From an optimization exercise on the open Yosys and OpenROAD flow, aimed at small area; shortcuts taken in it are not production practice. Function not checked in this run: the RTL went through the layout flow alone. No activity file was given, so power comes from the tool's default toggle rates.

### flow/config.mk
export PLATFORM = sky130hd
export DESIGN_NAME = alu_top
export DESIGN_NICKNAME = alu_top
export VERILOG_FILES = /design/flow/design.v
export SDC_FILE = /design/flow/constraint.sdc
export NUM_CORES = 4
export LEC_CHECK = 0
export ABC_AREA = 1
export CAP_MARGIN = 20
export CORE_MARGIN = 2
export CORE_UTILIZATION = 40
export GPL_TIMING_DRIVEN = 0
export SLEW_MARGIN = 20
export SYNTH_HIERARCHICAL = 1
### flow/constraint.sdc
create_clock -name core_clock -period 4.5 [get_ports {clk}]
set_input_delay 0.9000 -clock core_clock [delete_from_list [all_inputs] [get_ports {clk}]]
set_output_delay 0.9000 -clock core_clock [all_outputs]
set_load 0.01 [all_outputs]
### flow/design.v
module alu_top(
    input clk, clear,
    input [31:0]alu_in0, alu_in1,
    input [3:0]control_signal,
    output reg [31:0]alu_out,
    output zero_flag
    );
    wire [31:0] a = alu_in0;
    wire [31:0] b = alu_in1;
    wire sub, k_p, k_c, k_g, k_r, k_l, k_u, k_s, left, leftn, fill;
    alu_dec u_dec(.op(control_signal), .a31(a[31]), .sub(sub), .k_p(k_p),
        .k_c(k_c), .k_g(k_g), .k_r(k_r), .k_l(k_l),
        .k_u(k_u), .k_s(k_s), .left(left), .leftn(leftn), .fill(fill));
    wire [31:0] p, g;
    wire [32:0] c;
    alu_pg u_pg0(.a(a[0]), .b(b[0]), .sub(sub), .p(p[0]), .g(g[0]));
    alu_pg u_pg1(.a(a[1]), .b(b[1]), .sub(sub), .p(p[1]), .g(g[1]));
    alu_pg u_pg2(.a(a[2]), .b(b[2]), .sub(sub), .p(p[2]), .g(g[2]));
    alu_pg u_pg3(.a(a[3]), .b(b[3]), .sub(sub), .p(p[3]), .g(g[3]));
    alu_pg u_pg4(.a(a[4]), .b(b[4]), .sub(sub), .p(p[4]), .g(g[4]));
    alu_pg u_pg5(.a(a[5]), .b(b[5]), .sub(sub), .p(p[5]), .g(g[5]));
    alu_pg u_pg6(.a(a[6]), .b(b[6]), .sub(sub), .p(p[6]), .g(g[6]));
    alu_pg u_pg7(.a(a[7]), .b(b[7]), .sub(sub), .p(p[7]), .g(g[7]));
    alu_pg u_pg8(.a(a[8]), .b(b[8]), .sub(sub), .p(p[8]), .g(g[8]));
    alu_pg u_pg9(.a(a[9]), .b(b[9]), .sub(sub), .p(p[9]), .g(g[9]));
    alu_pg u_pg10(.a(a[10]), .b(b[10]), .sub(sub), .p(p[10]), .g(g[10]));
    alu_pg u_pg11(.a(a[11]), .b(b[11]), .sub(sub), .p(p[11]), .g(g[11]));
    alu_pg u_pg12(.a(a[12]), .b(b[12]), .sub(sub), .p(p[12]), .g(g[12]));
    alu_pg u_pg13(.a(a[13]), .b(b[13]), .sub(sub), .p(p[13]), .g(g[13]));
    alu_pg u_pg14(.a(a[14]), .b(b[14]), .sub(sub), .p(p[14]), .g(g[14]));
    alu_pg u_pg15(.a(a[15]), .b(b[15]), .sub(sub), .p(p[15]), .g(g[15]));
    alu_pg u_pg16(.a(a[16]), .b(b[16]), .sub(sub), .p(p[16]), .g(g[16]));
    alu_pg u_pg17(.a(a[17]), .b(b[17]), .sub(sub), .p(p[17]), .g(g[17]));
    alu_pg u_pg18(.a(a[18]), .b(b[18]), .sub(sub), .p(p[18]), .g(g[18]));
    alu_pg u_pg19(.a(a[19]), .b(b[19]), .sub(sub), .p(p[19]), .g(g[19]));
    alu_pg u_pg20(.a(a[20]), .b(b[20]), .sub(sub), .p(p[20]), .g(g[20]));
    alu_pg u_pg21(.a(a[21]), .b(b[21]), .sub(sub), .p(p[21]), .g(g[21]));
    alu_pg u_pg22(.a(a[22]), .b(b[22]), .sub(sub), .p(p[22]), .g(g[22]));
    alu_pg u_pg23(.a(a[23]), .b(b[23]), .sub(sub), .p(p[23]), .g(g[23]));
    alu_pg u_pg24(.a(a[24]), .b(b[24]), .sub(sub), .p(p[24]), .g(g[24]));
    alu_pg u_pg25(.a(a[25]), .b(b[25]), .sub(sub), .p(p[25]), .g(g[25]));
    alu_pg u_pg26(.a(a[26]), .b(b[26]), .sub(sub), .p(p[26]), .g(g[26]));
    alu_pg u_pg27(.a(a[27]), .b(b[27]), .sub(sub), .p(p[27]), .g(g[27]));
    alu_pg u_pg28(.a(a[28]), .b(b[28]), .sub(sub), .p(p[28]), .g(g[28]));
    alu_pg u_pg29(.a(a[29]), .b(b[29]), .sub(sub), .p(p[29]), .g(g[29]));
    alu_pg u_pg30(.a(a[30]), .b(b[30]), .sub(sub), .p(p[30]), .g(g[30]));
    alu_pg u_pg31(.a(a[31]), .b(b[31]), .sub(sub), .p(p[31]), .g(g[31]));
    assign c[0] = sub;
    wire G0, P0;
    alu_blkgp4 u_gp0(.p(p[3:0]), .g(g[3:0]), .a(a[3:0]), .G(G0), .P(P0));
    alu_ripple4 u_rp0(.p(p[2:0]), .g(g[2:0]), .a(a[2:0]), .cin(c[0]), .c(c[3:1]));
    wire G1, P1;
    alu_blkgp4 u_gp1(.p(p[7:4]), .g(g[7:4]), .a(a[7:4]), .G(G1), .P(P1));
    alu_ripple4 u_rp1(.p(p[6:4]), .g(g[6:4]), .a(a[6:4]), .cin(c[4]), .c(c[7:5]));
    wire G2, P2;
    alu_blkgp4 u_gp2(.p(p[11:8]), .g(g[11:8]), .a(a[11:8]), .G(G2), .P(P2));
    alu_ripple4 u_rp2(.p(p[10:8]), .g(g[10:8]), .a(a[10:8]), .cin(c[8]), .c(c[11:9]));
    wire G3, P3;
    alu_blkgp4 u_gp3(.p(p[15:12]), .g(g[15:12]), .a(a[15:12]), .G(G3), .P(P3));
    alu_ripple4 u_rp3(.p(p[14:12]), .g(g[14:12]), .a(a[14:12]), .cin(c[12]), .c(c[15:13]));
    wire G4, P4;
    alu_blkgp4 u_gp4(.p(p[19:16]), .g(g[19:16]), .a(a[19:16]), .G(G4), .P(P4));
    alu_ripple4 u_rp4(.p(p[18:16]), .g(g[18:16]), .a(a[18:16]), .cin(c[16]), .c(c[19:17]));
    wire G5, P5;
    alu_blkgp4 u_gp5(.p(p[23:20]), .g(g[23:20]), .a(a[23:20]), .G(G5), .P(P5));
    alu_ripple4 u_rp5(.p(p[22:20]), .g(g[22:20]), .a(a[22:20]), .cin(c[20]), .c(c[23:21]));
    wire G6, P6;
    alu_blkgp4 u_gp6(.p(p[27:24]), .g(g[27:24]), .a(a[27:24]), .G(G6), .P(P6));
    alu_ripple4 u_rp6(.p(p[26:24]), .g(g[26:24]), .a(a[26:24]), .cin(c[24]), .c(c[27:25]));
    wire G7, P7;
    alu_blkgp4 u_gp7(.p(p[31:28]), .g(g[31:28]), .a(a[31:28]), .G(G7), .P(P7));
    alu_ripple4 u_rp7(.p(p[30:28]), .g(g[30:28]), .a(a[30:28]), .cin(c[28]), .c(c[31:29]));
    wire BG_1_0;
    alu_cnode u_BG_1_0(.G(G0), .P(P0), .cin(sub), .cout(BG_1_0));
    wire BG_3_2;
    alu_cnode u_BG_3_2(.G(G2), .P(P2), .cin(G1), .cout(BG_3_2));
    wire BP_3_2;
    alu_and2 u_BP_3_2(.a(P2), .b(P1), .y(BP_3_2));
    wire BG_5_4;
    alu_cnode u_BG_5_4(.G(G4), .P(P4), .cin(G3), .cout(BG_5_4));
    wire BP_5_4;
    alu_and2 u_BP_5_4(.a(P4), .b(P3), .y(BP_5_4));
    wire BG_7_6;
    alu_cnode u_BG_7_6(.G(G6), .P(P6), .cin(G5), .cout(BG_7_6));
    wire BP_7_6;
    alu_and2 u_BP_7_6(.a(P6), .b(P5), .y(BP_7_6));
    wire BG_2_0;
    alu_cnode u_BG_2_0(.G(G1), .P(P1), .cin(BG_1_0), .cout(BG_2_0));
    wire BG_3_0;
    alu_cnode u_BG_3_0(.G(BG_3_2), .P(BP_3_2), .cin(BG_1_0), .cout(BG_3_0));
    wire BG_6_4;
    alu_cnode u_BG_6_4(.G(G5), .P(P5), .cin(BG_5_4), .cout(BG_6_4));
    wire BP_6_4;
    alu_and2 u_BP_6_4(.a(P5), .b(BP_5_4), .y(BP_6_4));
    wire BG_7_4;
    alu_cnode u_BG_7_4(.G(BG_7_6), .P(BP_7_6), .cin(BG_5_4), .cout(BG_7_4));
    wire BP_7_4;
    alu_and2 u_BP_7_4(.a(BP_7_6), .b(BP_5_4), .y(BP_7_4));
    wire BG_4_0;
    alu_cnode u_BG_4_0(.G(G3), .P(P3), .cin(BG_3_0), .cout(BG_4_0));
    wire BG_5_0;
    alu_cnode u_BG_5_0(.G(BG_5_4), .P(BP_5_4), .cin(BG_3_0), .cout(BG_5_0));
    wire BG_6_0;
    alu_cnode u_BG_6_0(.G(BG_6_4), .P(BP_6_4), .cin(BG_3_0), .cout(BG_6_0));
    wire BG_7_0;
    alu_cnode u_BG_7_0(.G(BG_7_4), .P(BP_7_4), .cin(BG_3_0), .cout(BG_7_0));
    wire BG_8_0;
    alu_cnode u_BG_8_0(.G(G7), .P(P7), .cin(BG_7_0), .cout(BG_8_0));
    assign c[4] = BG_1_0;
    assign c[8] = BG_2_0;
    assign c[12] = BG_3_0;
    assign c[16] = BG_4_0;
    assign c[20] = BG_5_0;
    assign c[24] = BG_6_0;
    assign c[28] = BG_7_0;
    assign c[32] = BG_8_0;
    wire [31:0] s0;
    alu_muxa u_rv0(.d0(a[0]), .d1(a[31]), .s(left), .sn(leftn), .yn(s0[0]));
    alu_muxa u_rv1(.d0(a[1]), .d1(a[30]), .s(left), .sn(leftn), .yn(s0[1]));
    alu_muxa u_rv2(.d0(a[2]), .d1(a[29]), .s(left), .sn(leftn), .yn(s0[2]));
    alu_muxa u_rv3(.d0(a[3]), .d1(a[28]), .s(left), .sn(leftn), .yn(s0[3]));
    alu_muxa u_rv4(.d0(a[4]), .d1(a[27]), .s(left), .sn(leftn), .yn(s0[4]));
    alu_muxa u_rv5(.d0(a[5]), .d1(a[26]), .s(left), .sn(leftn), .yn(s0[5]));
    alu_muxa u_rv6(.d0(a[6]), .d1(a[25]), .s(left), .sn(leftn), .yn(s0[6]));
    alu_muxa u_rv7(.d0(a[7]), .d1(a[24]), .s(left), .sn(leftn), .yn(s0[7]));
    alu_muxa u_rv8(.d0(a[8]), .d1(a[23]), .s(left), .sn(leftn), .yn(s0[8]));
    alu_muxa u_rv9(.d0(a[9]), .d1(a[22]), .s(left), .sn(leftn), .yn(s0[9]));
    alu_muxa u_rv10(.d0(a[10]), .d1(a[21]), .s(left), .sn(leftn), .yn(s0[10]));
    alu_muxa u_rv11(.d0(a[11]), .d1(a[20]), .s(left), .sn(leftn), .yn(s0[11]));
    alu_muxa u_rv12(.d0(a[12]), .d1(a[19]), .s(left), .sn(leftn), .yn(s0[12]));
    alu_muxa u_rv13(.d0(a[13]), .d1(a[18]), .s(left), .sn(leftn), .yn(s0[13]));
    alu_muxa u_rv14(.d0(a[14]), .d1(a[17]), .s(left), .sn(leftn), .yn(s0[14]));
    alu_muxa u_rv15(.d0(a[15]), .d1(a[16]), .s(left), .sn(leftn), .yn(s0[15]));
    alu_muxa u_rv16(.d0(a[16]), .d1(a[15]), .s(left), .sn(leftn), .yn(s0[16]));
    alu_muxa u_rv17(.d0(a[17]), .d1(a[14]), .s(left), .sn(leftn), .yn(s0[17]));
    alu_muxa u_rv18(.d0(a[18]), .d1(a[13]), .s(left), .sn(leftn), .yn(s0[18]));
    alu_muxa u_rv19(.d0(a[19]), .d1(a[12]), .s(left), .sn(leftn), .yn(s0[19]));
    alu_muxa u_rv20(.d0(a[20]), .d1(a[11]), .s(left), .sn(leftn), .yn(s0[20]));
    alu_muxa u_rv21(.d0(a[21]), .d1(a[10]), .s(left), .sn(leftn), .yn(s0[21]));
    alu_muxa u_rv22(.d0(a[22]), .d1(a[9]), .s(left), .sn(leftn), .yn(s0[22]));
    alu_muxa u_rv23(.d0(a[23]), .d1(a[8]), .s(left), .sn(leftn), .yn(s0[23]));
    alu_muxa u_rv24(.d0(a[24]), .d1(a[7]), .s(left), .sn(leftn), .yn(s0[24]));
    alu_muxa u_rv25(.d0(a[25]), .d1(a[6]), .s(left), .sn(leftn), .yn(s0[25]));
    alu_muxa u_rv26(.d0(a[26]), .d1(a[5]), .s(left), .sn(leftn), .yn(s0[26]));
    alu_muxa u_rv27(.d0(a[27]), .d1(a[4]), .s(left), .sn(leftn), .yn(s0[27]));
    alu_muxa u_rv28(.d0(a[28]), .d1(a[3]), .s(left), .sn(leftn), .yn(s0[28]));
    alu_muxa u_rv29(.d0(a[29]), .d1(a[2]), .s(left), .sn(leftn), .yn(s0[29]));
    alu_muxa u_rv30(.d0(a[30]), .d1(a[1]), .s(left), .sn(leftn), .yn(s0[30]));
    alu_muxa u_rv31(.d0(a[31]), .d1(a[0]), .s(left), .sn(leftn), .yn(s0[31]));
    wire [4:0] sh = b[4:0];
    wire [4:0] shn;
    alu_inv5 u_shn(.a(sh), .y(shn));
    wire filln;
    alu_inv1 u_filln(.a(fill), .y(filln));
    wire [31:0] s1;
    alu_muxo u_s0_0(.d0n(s0[0]), .d1n(s0[1]), .s(sh[0]), .sn(shn[0]), .y(s1[0]));
    alu_muxo u_s0_1(.d0n(s0[1]), .d1n(s0[2]), .s(sh[0]), .sn(shn[0]), .y(s1[1]));
    alu_muxo u_s0_2(.d0n(s0[2]), .d1n(s0[3]), .s(sh[0]), .sn(shn[0]), .y(s1[2]));
    alu_muxo u_s0_3(.d0n(s0[3]), .d1n(s0[4]), .s(sh[0]), .sn(shn[0]), .y(s1[3]));
    alu_muxo u_s0_4(.d0n(s0[4]), .d1n(s0[5]), .s(sh[0]), .sn(shn[0]), .y(s1[4]));
    alu_muxo u_s0_5(.d0n(s0[5]), .d1n(s0[6]), .s(sh[0]), .sn(shn[0]), .y(s1[5]));
    alu_muxo u_s0_6(.d0n(s0[6]), .d1n(s0[7]), .s(sh[0]), .sn(shn[0]), .y(s1[6]));
    alu_muxo u_s0_7(.d0n(s0[7]), .d1n(s0[8]), .s(sh[0]), .sn(shn[0]), .y(s1[7]));
    alu_muxo u_s0_8(.d0n(s0[8]), .d1n(s0[9]), .s(sh[0]), .sn(shn[0]), .y(s1[8]));
    alu_muxo u_s0_9(.d0n(s0[9]), .d1n(s0[10]), .s(sh[0]), .sn(shn[0]), .y(s1[9]));
    alu_muxo u_s0_10(.d0n(s0[10]), .d1n(s0[11]), .s(sh[0]), .sn(shn[0]), .y(s1[10]));
    alu_muxo u_s0_11(.d0n(s0[11]), .d1n(s0[12]), .s(sh[0]), .sn(shn[0]), .y(s1[11]));
    alu_muxo u_s0_12(.d0n(s0[12]), .d1n(s0[13]), .s(sh[0]), .sn(shn[0]), .y(s1[12]));
    alu_muxo u_s0_13(.d0n(s0[13]), .d1n(s0[14]), .s(sh[0]), .sn(shn[0]), .y(s1[13]));
    alu_muxo u_s0_14(.d0n(s0[14]), .d1n(s0[15]), .s(sh[0]), .sn(shn[0]), .y(s1[14]));
    alu_muxo u_s0_15(.d0n(s0[15]), .d1n(s0[16]), .s(sh[0]), .sn(shn[0]), .y(s1[15]));
    alu_muxo u_s0_16(.d0n(s0[16]), .d1n(s0[17]), .s(sh[0]), .sn(shn[0]), .y(s1[16]));
    alu_muxo u_s0_17(.d0n(s0[17]), .d1n(s0[18]), .s(sh[0]), .sn(shn[0]), .y(s1[17]));
    alu_muxo u_s0_18(.d0n(s0[18]), .d1n(s0[19]), .s(sh[0]), .sn(shn[0]), .y(s1[18]));
    alu_muxo u_s0_19(.d0n(s0[19]), .d1n(s0[20]), .s(sh[0]), .sn(shn[0]), .y(s1[19]));
    alu_muxo u_s0_20(.d0n(s0[20]), .d1n(s0[21]), .s(sh[0]), .sn(shn[0]), .y(s1[20]));
    alu_muxo u_s0_21(.d0n(s0[21]), .d1n(s0[22]), .s(sh[0]), .sn(shn[0]), .y(s1[21]));
    alu_muxo u_s0_22(.d0n(s0[22]), .d1n(s0[23]), .s(sh[0]), .sn(shn[0]), .y(s1[22]));
    alu_muxo u_s0_23(.d0n(s0[23]), .d1n(s0[24]), .s(sh[0]), .sn(shn[0]), .y(s1[23]));
    alu_muxo u_s0_24(.d0n(s0[24]), .d1n(s0[25]), .s(sh[0]), .sn(shn[0]), .y(s1[24]));
    alu_muxo u_s0_25(.d0n(s0[25]), .d1n(s0[26]), .s(sh[0]), .sn(shn[0]), .y(s1[25]));
    alu_muxo u_s0_26(.d0n(s0[26]), .d1n(s0[27]), .s(sh[0]), .sn(shn[0]), .y(s1[26]));
    alu_muxo u_s0_27(.d0n(s0[27]), .d1n(s0[28]), .s(sh[0]), .sn(shn[0]), .y(s1[27]));
    alu_muxo u_s0_28(.d0n(s0[28]), .d1n(s0[29]), .s(sh[0]), .sn(shn[0]), .y(s1[28]));
    alu_muxo u_s0_29(.d0n(s0[29]), .d1n(s0[30]), .s(sh[0]), .sn(shn[0]), .y(s1[29]));
    alu_muxo u_s0_30(.d0n(s0[30]), .d1n(s0[31]), .s(sh[0]), .sn(shn[0]), .y(s1[30]));
    alu_muxo u_s0_31(.d0n(s0[31]), .d1n(filln), .s(sh[0]), .sn(shn[0]), .y(s1[31]));
    wire [31:0] s2;
    alu_muxa u_s1_0(.d0(s1[0]), .d1(s1[2]), .s(sh[1]), .sn(shn[1]), .yn(s2[0]));
    alu_muxa u_s1_1(.d0(s1[1]), .d1(s1[3]), .s(sh[1]), .sn(shn[1]), .yn(s2[1]));
    alu_muxa u_s1_2(.d0(s1[2]), .d1(s1[4]), .s(sh[1]), .sn(shn[1]), .yn(s2[2]));
    alu_muxa u_s1_3(.d0(s1[3]), .d1(s1[5]), .s(sh[1]), .sn(shn[1]), .yn(s2[3]));
    alu_muxa u_s1_4(.d0(s1[4]), .d1(s1[6]), .s(sh[1]), .sn(shn[1]), .yn(s2[4]));
    alu_muxa u_s1_5(.d0(s1[5]), .d1(s1[7]), .s(sh[1]), .sn(shn[1]), .yn(s2[5]));
    alu_muxa u_s1_6(.d0(s1[6]), .d1(s1[8]), .s(sh[1]), .sn(shn[1]), .yn(s2[6]));
    alu_muxa u_s1_7(.d0(s1[7]), .d1(s1[9]), .s(sh[1]), .sn(shn[1]), .yn(s2[7]));
    alu_muxa u_s1_8(.d0(s1[8]), .d1(s1[10]), .s(sh[1]), .sn(shn[1]), .yn(s2[8]));
    alu_muxa u_s1_9(.d0(s1[9]), .d1(s1[11]), .s(sh[1]), .sn(shn[1]), .yn(s2[9]));
    alu_muxa u_s1_10(.d0(s1[10]), .d1(s1[12]), .s(sh[1]), .sn(shn[1]), .yn(s2[10]));
    alu_muxa u_s1_11(.d0(s1[11]), .d1(s1[13]), .s(sh[1]), .sn(shn[1]), .yn(s2[11]));
    alu_muxa u_s1_12(.d0(s1[12]), .d1(s1[14]), .s(sh[1]), .sn(shn[1]), .yn(s2[12]));
    alu_muxa u_s1_13(.d0(s1[13]), .d1(s1[15]), .s(sh[1]), .sn(shn[1]), .yn(s2[13]));
    alu_muxa u_s1_14(.d0(s1[14]), .d1(s1[16]), .s(sh[1]), .sn(shn[1]), .yn(s2[14]));
    alu_muxa u_s1_15(.d0(s1[15]), .d1(s1[17]), .s(sh[1]), .sn(shn[1]), .yn(s2[15]));
    alu_muxa u_s1_16(.d0(s1[16]), .d1(s1[18]), .s(sh[1]), .sn(shn[1]), .yn(s2[16]));
    alu_muxa u_s1_17(.d0(s1[17]), .d1(s1[19]), .s(sh[1]), .sn(shn[1]), .yn(s2[17]));
    alu_muxa u_s1_18(.d0(s1[18]), .d1(s1[20]), .s(sh[1]), .sn(shn[1]), .yn(s2[18]));
    alu_muxa u_s1_19(.d0(s1[19]), .d1(s1[21]), .s(sh[1]), .sn(shn[1]), .yn(s2[19]));
    alu_muxa u_s1_20(.d0(s1[20]), .d1(s1[22]), .s(sh[1]), .sn(shn[1]), .yn(s2[20]));
    alu_muxa u_s1_21(.d0(s1[21]), .d1(s1[23]), .s(sh[1]), .sn(shn[1]), .yn(s2[21]));
    alu_muxa u_s1_22(.d0(s1[22]), .d1(s1[24]), .s(sh[1]), .sn(shn[1]), .yn(s2[22]));
    alu_muxa u_s1_23(.d0(s1[23]), .d1(s1[25]), .s(sh[1]), .sn(shn[1]), .yn(s2[23]));
    alu_muxa u_s1_24(.d0(s1[24]), .d1(s1[26]), .s(sh[1]), .sn(shn[1]), .yn(s2[24]));
    alu_muxa u_s1_25(.d0(s1[25]), .d1(s1[27]), .s(sh[1]), .sn(shn[1]), .yn(s2[25]));
    alu_muxa u_s1_26(.d0(s1[26]), .d1(s1[28]), .s(sh[1]), .sn(shn[1]), .yn(s2[26]));
    alu_muxa u_s1_27(.d0(s1[27]), .d1(s1[29]), .s(sh[1]), .sn(shn[1]), .yn(s2[27]));
    alu_muxa u_s1_28(.d0(s1[28]), .d1(s1[30]), .s(sh[1]), .sn(shn[1]), .yn(s2[28]));
    alu_muxa u_s1_29(.d0(s1[29]), .d1(s1[31]), .s(sh[1]), .sn(shn[1]), .yn(s2[29]));
    alu_muxa u_s1_30(.d0(s1[30]), .d1(fill), .s(sh[1]), .sn(shn[1]), .yn(s2[30]));
    alu_muxa u_s1_31(.d0(s1[31]), .d1(fill), .s(sh[1]), .sn(shn[1]), .yn(s2[31]));
    wire [31:0] s3;
    alu_muxo u_s2_0(.d0n(s2[0]), .d1n(s2[4]), .s(sh[2]), .sn(shn[2]), .y(s3[0]));
    alu_muxo u_s2_1(.d0n(s2[1]), .d1n(s2[5]), .s(sh[2]), .sn(shn[2]), .y(s3[1]));
    alu_muxo u_s2_2(.d0n(s2[2]), .d1n(s2[6]), .s(sh[2]), .sn(shn[2]), .y(s3[2]));
    alu_muxo u_s2_3(.d0n(s2[3]), .d1n(s2[7]), .s(sh[2]), .sn(shn[2]), .y(s3[3]));
    alu_muxo u_s2_4(.d0n(s2[4]), .d1n(s2[8]), .s(sh[2]), .sn(shn[2]), .y(s3[4]));
    alu_muxo u_s2_5(.d0n(s2[5]), .d1n(s2[9]), .s(sh[2]), .sn(shn[2]), .y(s3[5]));
    alu_muxo u_s2_6(.d0n(s2[6]), .d1n(s2[10]), .s(sh[2]), .sn(shn[2]), .y(s3[6]));
    alu_muxo u_s2_7(.d0n(s2[7]), .d1n(s2[11]), .s(sh[2]), .sn(shn[2]), .y(s3[7]));
    alu_muxo u_s2_8(.d0n(s2[8]), .d1n(s2[12]), .s(sh[2]), .sn(shn[2]), .y(s3[8]));
    alu_muxo u_s2_9(.d0n(s2[9]), .d1n(s2[13]), .s(sh[2]), .sn(shn[2]), .y(s3[9]));
    alu_muxo u_s2_10(.d0n(s2[10]), .d1n(s2[14]), .s(sh[2]), .sn(shn[2]), .y(s3[10]));
    alu_muxo u_s2_11(.d0n(s2[11]), .d1n(s2[15]), .s(sh[2]), .sn(shn[2]), .y(s3[11]));
    alu_muxo u_s2_12(.d0n(s2[12]), .d1n(s2[16]), .s(sh[2]), .sn(shn[2]), .y(s3[12]));
    alu_muxo u_s2_13(.d0n(s2[13]), .d1n(s2[17]), .s(sh[2]), .sn(shn[2]), .y(s3[13]));
    alu_muxo u_s2_14(.d0n(s2[14]), .d1n(s2[18]), .s(sh[2]), .sn(shn[2]), .y(s3[14]));
    alu_muxo u_s2_15(.d0n(s2[15]), .d1n(s2[19]), .s(sh[2]), .sn(shn[2]), .y(s3[15]));
    alu_muxo u_s2_16(.d0n(s2[16]), .d1n(s2[20]), .s(sh[2]), .sn(shn[2]), .y(s3[16]));
    alu_muxo u_s2_17(.d0n(s2[17]), .d1n(s2[21]), .s(sh[2]), .sn(shn[2]), .y(s3[17]));
    alu_muxo u_s2_18(.d0n(s2[18]), .d1n(s2[22]), .s(sh[2]), .sn(shn[2]), .y(s3[18]));
    alu_muxo u_s2_19(.d0n(s2[19]), .d1n(s2[23]), .s(sh[2]), .sn(shn[2]), .y(s3[19]));
    alu_muxo u_s2_20(.d0n(s2[20]), .d1n(s2[24]), .s(sh[2]), .sn(shn[2]), .y(s3[20]));
    alu_muxo u_s2_21(.d0n(s2[21]), .d1n(s2[25]), .s(sh[2]), .sn(shn[2]), .y(s3[21]));
    alu_muxo u_s2_22(.d0n(s2[22]), .d1n(s2[26]), .s(sh[2]), .sn(shn[2]), .y(s3[22]));
    alu_muxo u_s2_23(.d0n(s2[23]), .d1n(s2[27]), .s(sh[2]), .sn(shn[2]), .y(s3[23]));
    alu_muxo u_s2_24(.d0n(s2[24]), .d1n(s2[28]), .s(sh[2]), .sn(shn[2]), .y(s3[24]));
    alu_muxo u_s2_25(.d0n(s2[25]), .d1n(s2[29]), .s(sh[2]), .sn(shn[2]), .y(s3[25]));
    alu_muxo u_s2_26(.d0n(s2[26]), .d1n(s2[30]), .s(sh[2]), .sn(shn[2]), .y(s3[26]));
    alu_muxo u_s2_27(.d0n(s2[27]), .d1n(s2[31]), .s(sh[2]), .sn(shn[2]), .y(s3[27]));
    alu_muxo u_s2_28(.d0n(s2[28]), .d1n(filln), .s(sh[2]), .sn(shn[2]), .y(s3[28]));
    alu_muxo u_s2_29(.d0n(s2[29]), .d1n(filln), .s(sh[2]), .sn(shn[2]), .y(s3[29]));
    alu_muxo u_s2_30(.d0n(s2[30]), .d1n(filln), .s(sh[2]), .sn(shn[2]), .y(s3[30]));
    alu_muxo u_s2_31(.d0n(s2[31]), .d1n(filln), .s(sh[2]), .sn(shn[2]), .y(s3[31]));
    wire [31:0] s4;
    alu_muxa u_s3_0(.d0(s3[0]), .d1(s3[8]), .s(sh[3]), .sn(shn[3]), .yn(s4[0]));
    alu_muxa u_s3_1(.d0(s3[1]), .d1(s3[9]), .s(sh[3]), .sn(shn[3]), .yn(s4[1]));
    alu_muxa u_s3_2(.d0(s3[2]), .d1(s3[10]), .s(sh[3]), .sn(shn[3]), .yn(s4[2]));
    alu_muxa u_s3_3(.d0(s3[3]), .d1(s3[11]), .s(sh[3]), .sn(shn[3]), .yn(s4[3]));
    alu_muxa u_s3_4(.d0(s3[4]), .d1(s3[12]), .s(sh[3]), .sn(shn[3]), .yn(s4[4]));
    alu_muxa u_s3_5(.d0(s3[5]), .d1(s3[13]), .s(sh[3]), .sn(shn[3]), .yn(s4[5]));
    alu_muxa u_s3_6(.d0(s3[6]), .d1(s3[14]), .s(sh[3]), .sn(shn[3]), .yn(s4[6]));
    alu_muxa u_s3_7(.d0(s3[7]), .d1(s3[15]), .s(sh[3]), .sn(shn[3]), .yn(s4[7]));
    alu_muxa u_s3_8(.d0(s3[8]), .d1(s3[16]), .s(sh[3]), .sn(shn[3]), .yn(s4[8]));
    alu_muxa u_s3_9(.d0(s3[9]), .d1(s3[17]), .s(sh[3]), .sn(shn[3]), .yn(s4[9]));
    alu_muxa u_s3_10(.d0(s3[10]), .d1(s3[18]), .s(sh[3]), .sn(shn[3]), .yn(s4[10]));
    alu_muxa u_s3_11(.d0(s3[11]), .d1(s3[19]), .s(sh[3]), .sn(shn[3]), .yn(s4[11]));
    alu_muxa u_s3_12(.d0(s3[12]), .d1(s3[20]), .s(sh[3]), .sn(shn[3]), .yn(s4[12]));
    alu_muxa u_s3_13(.d0(s3[13]), .d1(s3[21]), .s(sh[3]), .sn(shn[3]), .yn(s4[13]));
    alu_muxa u_s3_14(.d0(s3[14]), .d1(s3[22]), .s(sh[3]), .sn(shn[3]), .yn(s4[14]));
    alu_muxa u_s3_15(.d0(s3[15]), .d1(s3[23]), .s(sh[3]), .sn(shn[3]), .yn(s4[15]));
    alu_muxa u_s3_16(.d0(s3[16]), .d1(s3[24]), .s(sh[3]), .sn(shn[3]), .yn(s4[16]));
    alu_muxa u_s3_17(.d0(s3[17]), .d1(s3[25]), .s(sh[3]), .sn(shn[3]), .yn(s4[17]));
    alu_muxa u_s3_18(.d0(s3[18]), .d1(s3[26]), .s(sh[3]), .sn(shn[3]), .yn(s4[18]));
    alu_muxa u_s3_19(.d0(s3[19]), .d1(s3[27]), .s(sh[3]), .sn(shn[3]), .yn(s4[19]));
    alu_muxa u_s3_20(.d0(s3[20]), .d1(s3[28]), .s(sh[3]), .sn(shn[3]), .yn(s4[20]));
    alu_muxa u_s3_21(.d0(s3[21]), .d1(s3[29]), .s(sh[3]), .sn(shn[3]), .yn(s4[21]));
    alu_muxa u_s3_22(.d0(s3[22]), .d1(s3[30]), .s(sh[3]), .sn(shn[3]), .yn(s4[22]));
    alu_muxa u_s3_23(.d0(s3[23]), .d1(s3[31]), .s(sh[3]), .sn(shn[3]), .yn(s4[23]));
    alu_muxa u_s3_24(.d0(s3[24]), .d1(fill), .s(sh[3]), .sn(shn[3]), .yn(s4[24]));
    alu_muxa u_s3_25(.d0(s3[25]), .d1(fill), .s(sh[3]), .sn(shn[3]), .yn(s4[25]));
    alu_muxa u_s3_26(.d0(s3[26]), .d1(fill), .s(sh[3]), .sn(shn[3]), .yn(s4[26]));
    alu_muxa u_s3_27(.d0(s3[27]), .d1(fill), .s(sh[3]), .sn(shn[3]), .yn(s4[27]));
    alu_muxa u_s3_28(.d0(s3[28]), .d1(fill), .s(sh[3]), .sn(shn[3]), .yn(s4[28]));
    alu_muxa u_s3_29(.d0(s3[29]), .d1(fill), .s(sh[3]), .sn(shn[3]), .yn(s4[29]));
    alu_muxa u_s3_30(.d0(s3[30]), .d1(fill), .s(sh[3]), .sn(shn[3]), .yn(s4[30]));
    alu_muxa u_s3_31(.d0(s3[31]), .d1(fill), .s(sh[3]), .sn(shn[3]), .yn(s4[31]));
    wire [31:0] s5;
    alu_muxo u_s4_0(.d0n(s4[0]), .d1n(s4[16]), .s(sh[4]), .sn(shn[4]), .y(s5[0]));
    alu_muxo u_s4_1(.d0n(s4[1]), .d1n(s4[17]), .s(sh[4]), .sn(shn[4]), .y(s5[1]));
    alu_muxo u_s4_2(.d0n(s4[2]), .d1n(s4[18]), .s(sh[4]), .sn(shn[4]), .y(s5[2]));
    alu_muxo u_s4_3(.d0n(s4[3]), .d1n(s4[19]), .s(sh[4]), .sn(shn[4]), .y(s5[3]));
    alu_muxo u_s4_4(.d0n(s4[4]), .d1n(s4[20]), .s(sh[4]), .sn(shn[4]), .y(s5[4]));
    alu_muxo u_s4_5(.d0n(s4[5]), .d1n(s4[21]), .s(sh[4]), .sn(shn[4]), .y(s5[5]));
    alu_muxo u_s4_6(.d0n(s4[6]), .d1n(s4[22]), .s(sh[4]), .sn(shn[4]), .y(s5[6]));
    alu_muxo u_s4_7(.d0n(s4[7]), .d1n(s4[23]), .s(sh[4]), .sn(shn[4]), .y(s5[7]));
    alu_muxo u_s4_8(.d0n(s4[8]), .d1n(s4[24]), .s(sh[4]), .sn(shn[4]), .y(s5[8]));
    alu_muxo u_s4_9(.d0n(s4[9]), .d1n(s4[25]), .s(sh[4]), .sn(shn[4]), .y(s5[9]));
    alu_muxo u_s4_10(.d0n(s4[10]), .d1n(s4[26]), .s(sh[4]), .sn(shn[4]), .y(s5[10]));
    alu_muxo u_s4_11(.d0n(s4[11]), .d1n(s4[27]), .s(sh[4]), .sn(shn[4]), .y(s5[11]));
    alu_muxo u_s4_12(.d0n(s4[12]), .d1n(s4[28]), .s(sh[4]), .sn(shn[4]), .y(s5[12]));
    alu_muxo u_s4_13(.d0n(s4[13]), .d1n(s4[29]), .s(sh[4]), .sn(shn[4]), .y(s5[13]));
    alu_muxo u_s4_14(.d0n(s4[14]), .d1n(s4[30]), .s(sh[4]), .sn(shn[4]), .y(s5[14]));
    alu_muxo u_s4_15(.d0n(s4[15]), .d1n(s4[31]), .s(sh[4]), .sn(shn[4]), .y(s5[15]));
    alu_muxo u_s4_16(.d0n(s4[16]), .d1n(filln), .s(sh[4]), .sn(shn[4]), .y(s5[16]));
    alu_muxo u_s4_17(.d0n(s4[17]), .d1n(filln), .s(sh[4]), .sn(shn[4]), .y(s5[17]));
    alu_muxo u_s4_18(.d0n(s4[18]), .d1n(filln), .s(sh[4]), .sn(shn[4]), .y(s5[18]));
    alu_muxo u_s4_19(.d0n(s4[19]), .d1n(filln), .s(sh[4]), .sn(shn[4]), .y(s5[19]));
    alu_muxo u_s4_20(.d0n(s4[20]), .d1n(filln), .s(sh[4]), .sn(shn[4]), .y(s5[20]));
    alu_muxo u_s4_21(.d0n(s4[21]), .d1n(filln), .s(sh[4]), .sn(shn[4]), .y(s5[21]));
    alu_muxo u_s4_22(.d0n(s4[22]), .d1n(filln), .s(sh[4]), .sn(shn[4]), .y(s5[22]));
    alu_muxo u_s4_23(.d0n(s4[23]), .d1n(filln), .s(sh[4]), .sn(shn[4]), .y(s5[23]));
    alu_muxo u_s4_24(.d0n(s4[24]), .d1n(filln), .s(sh[4]), .sn(shn[4]), .y(s5[24]));
    alu_muxo u_s4_25(.d0n(s4[25]), .d1n(filln), .s(sh[4]), .sn(shn[4]), .y(s5[25]));
    alu_muxo u_s4_26(.d0n(s4[26]), .d1n(filln), .s(sh[4]), .sn(shn[4]), .y(s5[26]));
    alu_muxo u_s4_27(.d0n(s4[27]), .d1n(filln), .s(sh[4]), .sn(shn[4]), .y(s5[27]));
    alu_muxo u_s4_28(.d0n(s4[28]), .d1n(filln), .s(sh[4]), .sn(shn[4]), .y(s5[28]));
    alu_muxo u_s4_29(.d0n(s4[29]), .d1n(filln), .s(sh[4]), .sn(shn[4]), .y(s5[29]));
    alu_muxo u_s4_30(.d0n(s4[30]), .d1n(filln), .s(sh[4]), .sn(shn[4]), .y(s5[30]));
    alu_muxo u_s4_31(.d0n(s4[31]), .d1n(filln), .s(sh[4]), .sn(shn[4]), .y(s5[31]));
    wire [31:0] res;
    wire f0;
    alu_bit0 u_bit0(.f(f0), .p31(p[31]), .c32(c[32]), .k_u(k_u), .k_s(k_s), .y(res[0]));
    alu_fin u_fin0(.p(p[0]), .c(c[0]), .g(g[0]), .sr(s5[0]), .sl(s5[31]), .k_p(k_p), .k_c(k_c), .k_g(k_g), .k_r(k_r), .k_l(k_l), .y(f0));
    alu_fin u_fin1(.p(p[1]), .c(c[1]), .g(g[1]), .sr(s5[1]), .sl(s5[30]), .k_p(k_p), .k_c(k_c), .k_g(k_g), .k_r(k_r), .k_l(k_l), .y(res[1]));
    alu_fin u_fin2(.p(p[2]), .c(c[2]), .g(g[2]), .sr(s5[2]), .sl(s5[29]), .k_p(k_p), .k_c(k_c), .k_g(k_g), .k_r(k_r), .k_l(k_l), .y(res[2]));
    alu_fin u_fin3(.p(p[3]), .c(c[3]), .g(g[3]), .sr(s5[3]), .sl(s5[28]), .k_p(k_p), .k_c(k_c), .k_g(k_g), .k_r(k_r), .k_l(k_l), .y(res[3]));
    alu_fin u_fin4(.p(p[4]), .c(c[4]), .g(g[4]), .sr(s5[4]), .sl(s5[27]), .k_p(k_p), .k_c(k_c), .k_g(k_g), .k_r(k_r), .k_l(k_l), .y(res[4]));
    alu_fin u_fin5(.p(p[5]), .c(c[5]), .g(g[5]), .sr(s5[5]), .sl(s5[26]), .k_p(k_p), .k_c(k_c), .k_g(k_g), .k_r(k_r), .k_l(k_l), .y(res[5]));
    alu_fin u_fin6(.p(p[6]), .c(c[6]), .g(g[6]), .sr(s5[6]), .sl(s5[25]), .k_p(k_p), .k_c(k_c), .k_g(k_g), .k_r(k_r), .k_l(k_l), .y(res[6]));
    alu_fin u_fin7(.p(p[7]), .c(c[7]), .g(g[7]), .sr(s5[7]), .sl(s5[24]), .k_p(k_p), .k_c(k_c), .k_g(k_g), .k_r(k_r), .k_l(k_l), .y(res[7]));
    alu_fin u_fin8(.p(p[8]), .c(c[8]), .g(g[8]), .sr(s5[8]), .sl(s5[23]), .k_p(k_p), .k_c(k_c), .k_g(k_g), .k_r(k_r), .k_l(k_l), .y(res[8]));
    alu_fin u_fin9(.p(p[9]), .c(c[9]), .g(g[9]), .sr(s5[9]), .sl(s5[22]), .k_p(k_p), .k_c(k_c), .k_g(k_g), .k_r(k_r), .k_l(k_l), .y(res[9]));
    alu_fin u_fin10(.p(p[10]), .c(c[10]), .g(g[10]), .sr(s5[10]), .sl(s5[21]), .k_p(k_p), .k_c(k_c), .k_g(k_g), .k_r(k_r), .k_l(k_l), .y(res[10]));
    alu_fin u_fin11(.p(p[11]), .c(c[11]), .g(g[11]), .sr(s5[11]), .sl(s5[20]), .k_p(k_p), .k_c(k_c), .k_g(k_g), .k_r(k_r), .k_l(k_l), .y(res[11]));
    alu_fin u_fin12(.p(p[12]), .c(c[12]), .g(g[12]), .sr(s5[12]), .sl(s5[19]), .k_p(k_p), .k_c(k_c), .k_g(k_g), .k_r(k_r), .k_l(k_l), .y(res[12]));
    alu_fin u_fin13(.p(p[13]), .c(c[13]), .g(g[13]), .sr(s5[13]), .sl(s5[18]), .k_p(k_p), .k_c(k_c), .k_g(k_g), .k_r(k_r), .k_l(k_l), .y(res[13]));
    alu_fin u_fin14(.p(p[14]), .c(c[14]), .g(g[14]), .sr(s5[14]), .sl(s5[17]), .k_p(k_p), .k_c(k_c), .k_g(k_g), .k_r(k_r), .k_l(k_l), .y(res[14]));
    alu_fin u_fin15(.p(p[15]), .c(c[15]), .g(g[15]), .sr(s5[15]), .sl(s5[16]), .k_p(k_p), .k_c(k_c), .k_g(k_g), .k_r(k_r), .k_l(k_l), .y(res[15]));
    alu_fin u_fin16(.p(p[16]), .c(c[16]), .g(g[16]), .sr(s5[16]), .sl(s5[15]), .k_p(k_p), .k_c(k_c), .k_g(k_g), .k_r(k_r), .k_l(k_l), .y(res[16]));
    alu_fin u_fin17(.p(p[17]), .c(c[17]), .g(g[17]), .sr(s5[17]), .sl(s5[14]), .k_p(k_p), .k_c(k_c), .k_g(k_g), .k_r(k_r), .k_l(k_l), .y(res[17]));
    alu_fin u_fin18(.p(p[18]), .c(c[18]), .g(g[18]), .sr(s5[18]), .sl(s5[13]), .k_p(k_p), .k_c(k_c), .k_g(k_g), .k_r(k_r), .k_l(k_l), .y(res[18]));
    alu_fin u_fin19(.p(p[19]), .c(c[19]), .g(g[19]), .sr(s5[19]), .sl(s5[12]), .k_p(k_p), .k_c(k_c), .k_g(k_g), .k_r(k_r), .k_l(k_l), .y(res[19]));
    alu_fin u_fin20(.p(p[20]), .c(c[20]), .g(g[20]), .sr(s5[20]), .sl(s5[11]), .k_p(k_p), .k_c(k_c), .k_g(k_g), .k_r(k_r), .k_l(k_l), .y(res[20]));
    alu_fin u_fin21(.p(p[21]), .c(c[21]), .g(g[21]), .sr(s5[21]), .sl(s5[10]), .k_p(k_p), .k_c(k_c), .k_g(k_g), .k_r(k_r), .k_l(k_l), .y(res[21]));
    alu_fin u_fin22(.p(p[22]), .c(c[22]), .g(g[22]), .sr(s5[22]), .sl(s5[9]), .k_p(k_p), .k_c(k_c), .k_g(k_g), .k_r(k_r), .k_l(k_l), .y(res[22]));
    alu_fin u_fin23(.p(p[23]), .c(c[23]), .g(g[23]), .sr(s5[23]), .sl(s5[8]), .k_p(k_p), .k_c(k_c), .k_g(k_g), .k_r(k_r), .k_l(k_l), .y(res[23]));
    alu_fin u_fin24(.p(p[24]), .c(c[24]), .g(g[24]), .sr(s5[24]), .sl(s5[7]), .k_p(k_p), .k_c(k_c), .k_g(k_g), .k_r(k_r), .k_l(k_l), .y(res[24]));
    alu_fin u_fin25(.p(p[25]), .c(c[25]), .g(g[25]), .sr(s5[25]), .sl(s5[6]), .k_p(k_p), .k_c(k_c), .k_g(k_g), .k_r(k_r), .k_l(k_l), .y(res[25]));
    alu_fin u_fin26(.p(p[26]), .c(c[26]), .g(g[26]), .sr(s5[26]), .sl(s5[5]), .k_p(k_p), .k_c(k_c), .k_g(k_g), .k_r(k_r), .k_l(k_l), .y(res[26]));
    alu_fin u_fin27(.p(p[27]), .c(c[27]), .g(g[27]), .sr(s5[27]), .sl(s5[4]), .k_p(k_p), .k_c(k_c), .k_g(k_g), .k_r(k_r), .k_l(k_l), .y(res[27]));
    alu_fin u_fin28(.p(p[28]), .c(c[28]), .g(g[28]), .sr(s5[28]), .sl(s5[3]), .k_p(k_p), .k_c(k_c), .k_g(k_g), .k_r(k_r), .k_l(k_l), .y(res[28]));
    alu_fin u_fin29(.p(p[29]), .c(c[29]), .g(g[29]), .sr(s5[29]), .sl(s5[2]), .k_p(k_p), .k_c(k_c), .k_g(k_g), .k_r(k_r), .k_l(k_l), .y(res[29]));
    alu_fin u_fin30(.p(p[30]), .c(c[30]), .g(g[30]), .sr(s5[30]), .sl(s5[1]), .k_p(k_p), .k_c(k_c), .k_g(k_g), .k_r(k_r), .k_l(k_l), .y(res[30]));
    alu_fin u_fin31(.p(p[31]), .c(c[31]), .g(g[31]), .sr(s5[31]), .sl(s5[0]), .k_p(k_p), .k_c(k_c), .k_g(k_g), .k_r(k_r), .k_l(k_l), .y(res[31]));
    alu_zero u_zero(.x(alu_out), .z(zero_flag));
    always @(posedge clk or posedge clear) begin
        if (clear)
            alu_out <= 32'b0;
        else
            alu_out <= res;
    end
endmodule
module alu_dec(input [3:0] op, input a31, output sub, k_p, k_c, k_g,
               output k_r, k_l, k_u, k_s, left, leftn, fill);
    wire lo = ~op[3];
    alu_subdec u_sub(.op(op), .sub(sub));                             
    assign k_c = lo & ~op[2] & ~op[1];                                
    assign k_g = lo & ~op[2] & op[1];                                 
    assign k_p = lo & ((~op[2] & ~op[1]) | (~op[2] & op[0]) | (op[2] & ~op[1] & ~op[0]));  
    assign k_r = lo & op[2] & op[1];                                  
    assign k_l = lo & op[2] & ~op[1] & op[0];                         
    assign k_u = op[3] & ~op[2] & ~op[1] & ~op[0];                    
    assign k_s = op[3] & ~op[2] & ~op[1] & op[0];                     
    assign left = ~op[1];                                             
    assign leftn = op[1];
    assign fill = op[1] & op[0] & a31;                                
endmodule
module alu_subdec(input [3:0] op, output sub);
    assign sub = op[3] | (op[0] & ~op[1]);
endmodule
module alu_pg(input a, b, sub, output p, g);
    wire x;
    alu_xor2 u_x(.a(a), .b(b), .y(x));
    alu_xor2 u_p(.a(x), .b(sub), .y(p));
    alu_nor2b u_g(.a(p), .bn(a), .y(g));
endmodule
module alu_nor2b(input a, bn, output y);
    assign y = ~(a | ~bn);
endmodule
module alu_a22oi(input a1, a2, b1, b2, output y);
    assign y = ~((a1 & a2) | (b1 & b2));
endmodule
module alu_mux2(input a0, a1, s, output y);
    assign y = s ? a1 : a0;
endmodule
module alu_xor2(input a, b, output y);
    assign y = a ^ b;
endmodule
module alu_nand2(input a, b, output y);
    assign y = ~(a & b);
endmodule
module alu_a222oi(input a1, a2, b1, b2, c1, c2, output y);
    assign y = ~((a1 & a2) | (b1 & b2) | (c1 & c2));
endmodule
module alu_a2bb2oi(input a1n, a2n, b1, b2, output y);
    assign y = ~((~a1n & ~a2n) | (b1 & b2));
endmodule
module alu_and2(input a, b, output y);
    assign y = a & b;
endmodule
module alu_cnode(input G, P, cin, output cout);
    assign cout = G | (P & cin);
endmodule
module alu_slt(input p31, c32, k_u, k_s, output y);
    assign y = (k_u & ~c32) | (k_s & (p31 ^ c32));
endmodule
module alu_muxa(input d0, d1, s, sn, output yn);
    assign yn = ~((d0 & sn) | (d1 & s));
endmodule
module alu_muxo(input d0n, d1n, s, sn, output y);
    assign y = ~((d0n | s) & (d1n | sn));
endmodule
module alu_inv5(input [4:0] a, output [4:0] y);
    assign y = ~a;
endmodule
module alu_inv1(input a, output y);
    assign y = ~a;
endmodule
module alu_fin(input p, c, g, sr, sl, k_p, k_c, k_g, k_r, k_l, output y);
    wire ln, rn;
    alu_a222oi u_l(.a1(p), .a2(k_p), .b1(sr), .b2(k_r), .c1(sl), .c2(k_l), .y(ln));
    alu_a22oi u_r(.a1(g), .a2(k_g), .b1(c), .b2(k_c), .y(rn));
    alu_xor2 u_y(.a(ln), .b(rn), .y(y));
endmodule
module alu_bit0(input f, p31, c32, k_u, k_s, output y);
    wire t0, t1;
    assign t1 = f | (k_s & ~p31);
    assign t0 = f | k_u | (k_s & p31);
    alu_mux2 u_m(.a0(t0), .a1(t1), .s(c32), .y(y));
endmodule
module alu_zero(input [31:0] x, output z);
    assign z = ~|x;
endmodule
module alu_blkgp4(input [3:0] p, g, a, output G, P);
    wire [4:0] t;
    assign t[0] = 1'b0;
    genvar i;
    generate for (i = 0; i < 4; i = i + 1) begin : g_c
        assign t[i+1] = g[i] | (p[i] & t[i]);
    end endgenerate
    assign G = t[4];
    assign P = &p;
endmodule
module alu_ripple4(input [2:0] p, g, a, input cin, output [3:1] c);
    wire [3:0] t;
    assign t[0] = cin;
    genvar i;
    generate for (i = 0; i < 3; i = i + 1) begin : g_c
        assign t[i+1] = g[i] | (p[i] & t[i]);
    end endgenerate
    assign c = t[3:1];
endmodule
### flow/flow/run.sh
#!/bin/bash
# Layout flow: the standard flow, with three changes in how the layout is made:
#  - synthesis maps with an area-oriented ABC script (strash; dch -f; amap -m)
#    and leaves adders to ABC (no separate full/half adder cells),
#  - port buffers use sky130_fd_sc_hd__buf_1,
#  - CTS uses small clock buffers and no dummy loads.
# Each tool's output goes to a log file of its own in this folder.
set -uo pipefail
cp -r "$FLOW_HOME/scripts" scripts_mod
printf 'strash\ndch -f\namap -m\ntopo\n' > scripts_mod/abc_area.script
cp scripts_mod/abc_area.script scripts_mod/abc_speed.script
export BUFFER_PORTS_ARGS="-buffer_cell sky130_fd_sc_hd__buf_1"
export CTS_ARGS="-sink_clustering_enable -repair_clock_nets -dont_use_dummy_load -sink_clustering_size 32 -sink_clustering_max_diameter 300 -buf_list {sky130_fd_sc_hd__clkbuf_4 sky130_fd_sc_hd__clkbuf_8}"
SCRIPTS_DIR="$PWD/scripts_mod" ADDER_MAP_FILE= bash standard.sh synth > synth.log 2>&1 || exit 1
bash standard.sh > layout.log 2>&1
### flow/standard.sh
#!/bin/bash
# synth_recipe.tcl (not shown) runs the flow's synth.tcl, then flattens the netlist and writes it again
# the make line also repeats each setting of config.mk as NAME=value (left out here)
make -C /OpenROAD-flow-scripts/flow DESIGN_CONFIG=/design/flow/config.mk WORK_HOME=/design/flow/orfs CLKGATE_MAP_FILE= SYNTH_SCRIPT=/design/flow/synth_recipe.tcl "${@:-finish}"
==> results.rst <==
.. list-table::
   :header-rows: 1

   * - Metric
     - Value
   * - Run status
     - no timing/DRC/antenna violations
   * - Post-CTS clock slew at the launch and capture registers of the worst setup and hold paths
     - about 0.07 ns
   * - Width of the die
     - between 100 and 150 microns
   * - Leakage power figure
     - ~1.9 nW
   * - Routability congestion estimate
     - 0.918
   * - Overall die height
     - roughly 110 microns
   * - Leading cell type in the layout, fill and taps excluded
     - a22oi_1
   * - Least setup slack across all paths after layout
     - 0.296 ns
   * - Time the final worst path needs with I/O delays and setup
     - approximately 4.2 ns
   * - Post-synthesis register bit count
     - 32
   * - First-pass GRT wire length
     - between 20 and 30 mm
   * - Number of buffers and inverters on the critical path
     - 2
   * - Min-delay worst type
     - input pin to async pin
   * - Top library cells by usage in the layout, fill and taps aside
     - 128 x a22oi_1, 99 x nor2_1, 96 x o22ai_1
   * - VDD IR max
     - about 0.00015 V
   * - DR iter-0 viols
     - 740
   * - Flip-flop count of the largest register after layout
     - 32
   * - Final setup violation count
     - 0
   * - Slew Limit Headroom
     - 36.8%
   * - Mean routed wirelength per cell
     - around 21 microns
   * - Cell row count
     - 38
   * - Diodes inserted
     - 0
   * - Number of max-slew violations in the final report
     - 0
   * - Total number of yosys warnings
     - 7
   * - Vias in the first global route
     - between 5000 and 6000
   * - Largest net degree at the start of global routing
     - 36
   * - Number of max-cap violations
     - 0
   * - H-tree depth
     - 2
   * - Critical path, cell by cell
     - clkbuf_2 -> o21bai_4 -> buf_16 -> nor2_1 -> a21oi_1 -> nor2b_1 -> a221oi_1 -> o21bai_1 -> a21o_1 -> a21o_1 -> a21o_1 -> a21o_1 -> a21o_1 -> a21o_1 -> a22oi_1 -> nor2_1 -> a21oi_1
   * - Peak fanout along the critical path
     - 35
   * - Clock tree from TritonCTS
     - done
   * - Fraction of layout cells with a size suffix above 1
     - ~6%
   * - Buffer levels on the longest clock path
     - 2
   * - IO Pins
     - 103
   * - Sequential-to-total area share from yosys stat
     - between 15 and 20%
   * - Critical Setup Path Class
     - input pin to flip-flop
   * - CP max-delay cell
     - a21o_1
   * - P&R area growth vs syn
     - 19.6%
   * - Dpl hpwl
     - approximately 14 mm
   * - Post-synthesis cell type count
     - 20
   * - Initial core utilization
     - 41.3%
   * - Total core area
     - around 11000 sq um
   * - Number of failing hold endpoints at the final stage
     - 0
   * - Fraction of the cycle the final worst path needs
     - about 93%
   * - Regs by FF count
     - alu_out: 32 flops
   * - Synthesized area
     - 4500 sq um
   * - Routed wire length
     - about 19 mm
   * - Synthesized area per cell
     - around 7.1 sq um
   * - Number of nets in the final layout
     - 825
   * - Design Power
     - about 1.3 mW
   * - Stages on worst setup path
     - 17
   * - Via density
     - 6.96
   * - Die area
     - approximately 12000 sq um
   * - Place WS
     - -0.576 ns
   * - Setup repair after global routing missed its margin
     - false
   * - Total DRC errors in the routed layout
     - 0
   * - Number of sinks on the clock net
     - 32
   * - Type of origin of the critical path
     - input pin
   * - Number of buffers inserted during clock tree synthesis
     - 5
   * - Worst Path Arrival
     - 4.40 ns
   * - Pwr dens
     - between 200 and 250 nW/um^2
   * - Kind of cell adding the most delay to the critical path
     - compound AO/OA/AOI/OAI gates
   * - Hold-fix buffers, CTS
     - 0
   * - Transition time of the tightest slew-check pin
     - ~0.94 ns
   * - Largest Register
     - alu_out
   * - Required time of the critical path
     - around 4.7 ns
   * - Initial antenna violation count
     - 0
   * - Overflow left after global routing
     - 0
   * - Root buffer cell
     - clkbuf_8
   * - Pre-antenna DRT Iters
     - 13
   * - Synth Net Count
     - 701
   * - Achievable Freq
     - between 200 and 250 MHz
   * - Most repeated library cell on the critical path
     - a21o_1
   * - Instance count of the mapped netlist
     - 631
   * - GRT Util Overall
     - a little under a third
   * - Number of vias in the routed layout
     - 6214
   * - Quantity of I/O buffers inserted on ports
     - ~100
   * - Antenna violation net count after detailed routing
     - 0
   * - Capturing element type of the critical path
     - flip-flop
   * - Delay of the slowest critical-path stage
     - 0.30 ns
==> report_power, final <==
part | internal (mW) | leakage [nW] | switching, mW
clock network | 0.0994 | 0.0359 | 0.101
logic | 0.254 | 1.50 | 0.473
registers | 0.325 | 0.413 | 0.0198
total | 0.679 | 1.95 | 0.594
==> stage by stage <==
stage	util (%)	hold WS, ns	TNS, ns	instances	area [sq um]
after floorplan	-	0.879	0	631	4510
after global placement	46.5	1.06	-40.33	873	5060
after detailed placement	47.9	0.951	-7.77	884	5220
after CTS	48.9	0.632	0	892	5330
after global routing	49.4	0.682	0	893	5380
final	49.4	0.617	0	893	5380
==> area by class of cell <==
cell class / instances / area [sq um]
Inverter: 20 / 90.1
Timing Repair inverter: 1 / 5.00
Timing Repair Buffer: 115 / 533
Clock buffer: 5 / 68.8
Tap cell: 140 / 175
Buffer: 1 / 7.51
Fill cell: 1135 / 5510
Sequential cell: 32 / 801
Multi-Input combinational cell: 579 / 3700
==> worst max-delay path by stage <==
| stage | to | start | slack (ns) |
|---|---|---|---|
| 2_1_floorplan | alu_out[0] | control_signal[2] | 0.06 |
| 3_3_place_gp | alu_out[0] | control_signal[1] | -1.80 |
| 3_5_place_dp | alu_out[31] | control_signal[0] | -0.58 |
| 4_1_cts | alu_out[0] | control_signal[1] | 0.03 |
| 5_1_grt | alu_out[31] | alu_in1[2] | 0.02 |
| 6_report | alu_out[31] | control_signal[1] | 0.30 |
==> logic make-up after synthesis <==
| logic type | after synthesis | share of synthesized area (%) |
|---|---|---|
| mux | 1 | 0.250 |
| simple gates | 168 | 17.8 |
| buf+inv | 21 | 1.84 |
| compound gates | 409 | 62.3 |
| flops | 32 | 17.8 |
==> synth_stat cells, drive strengths merged <==
cell type,instances,share of area (%)
a211o,1,0.19
buf,1,0.17
nand3,1,0.11
a222oi,32,7.1
mux2,1,0.25
clkinv,20,1.7
nand4,2,0.28
o22ai,96,13
nor3,3,0.33
and2,13,1.8
a21o,37,6.2
a221oi,9,1.8
dfrtp,32,18
o21bai,10,1.7
and3,9,1.3
nor2b,32,4.5
nor4,9,1.3
nor2,99,8.3
a21oi,96,11
a22oi,128,21
==> Yosys stat by module (local to each module, per instance), excerpt <==
module,cell area [sq um],cells
alu_a222oi,10.0,1
alu_and2,6.26,1
alu_bit0,20.0,3
alu_blkgp4,32.5,5
alu_dec,67.6,13
alu_inv1,3.75,1
alu_inv5,18.8,5
alu_mux2,11.3,1
alu_ripple4,22.5,3
alu_subdec,11.3,2
alu_xor2,8.76,2
==> timing repair <==
action,CTS,global route
endpoints found under the setup margin,11,11
gates resized for setup,1,16
setup buffers,2,0
pin swaps,1,0
cloned,1,1
==> layer usage <==
layer / vias to the layer above / wire, microns / track usage [%]
met1: 2876 / 8450 / 44.2
met4: 0 / 517 / 9.49
met3: 42 / 1640 / 4.06
met2: 355 / 8440 / 47.2
met5: - / 0 / 0
li1: 2941 / - / -

## static timing again, ports no longer ideal
How much do the figures lean on ideal ports? The routed layout below was timed once more, with nothing changed but the port constraints. Step 1 assumes that a clkbuf_16 drives the clock port and a buf_2 every other input. Step 2, shift: input delay + t, output delay - t, t = (earliest + latest rising clock arrival at the registers) / 2. This alone moves slack from input paths to output paths. Three values: ideal, step 1, step 2; two values: the first two.
shift t [ns]: 0.322
slack for setup (ns): 0.296 / 0.307 / -0.015
hold WS [ns]: 0.617 / 0.606 / 0.928
Met with ideal ports but missed after step 2: setup timing in this run. The setup slack of this run moves by +0.011 ns with the drivers and by -0.311 ns with both steps.
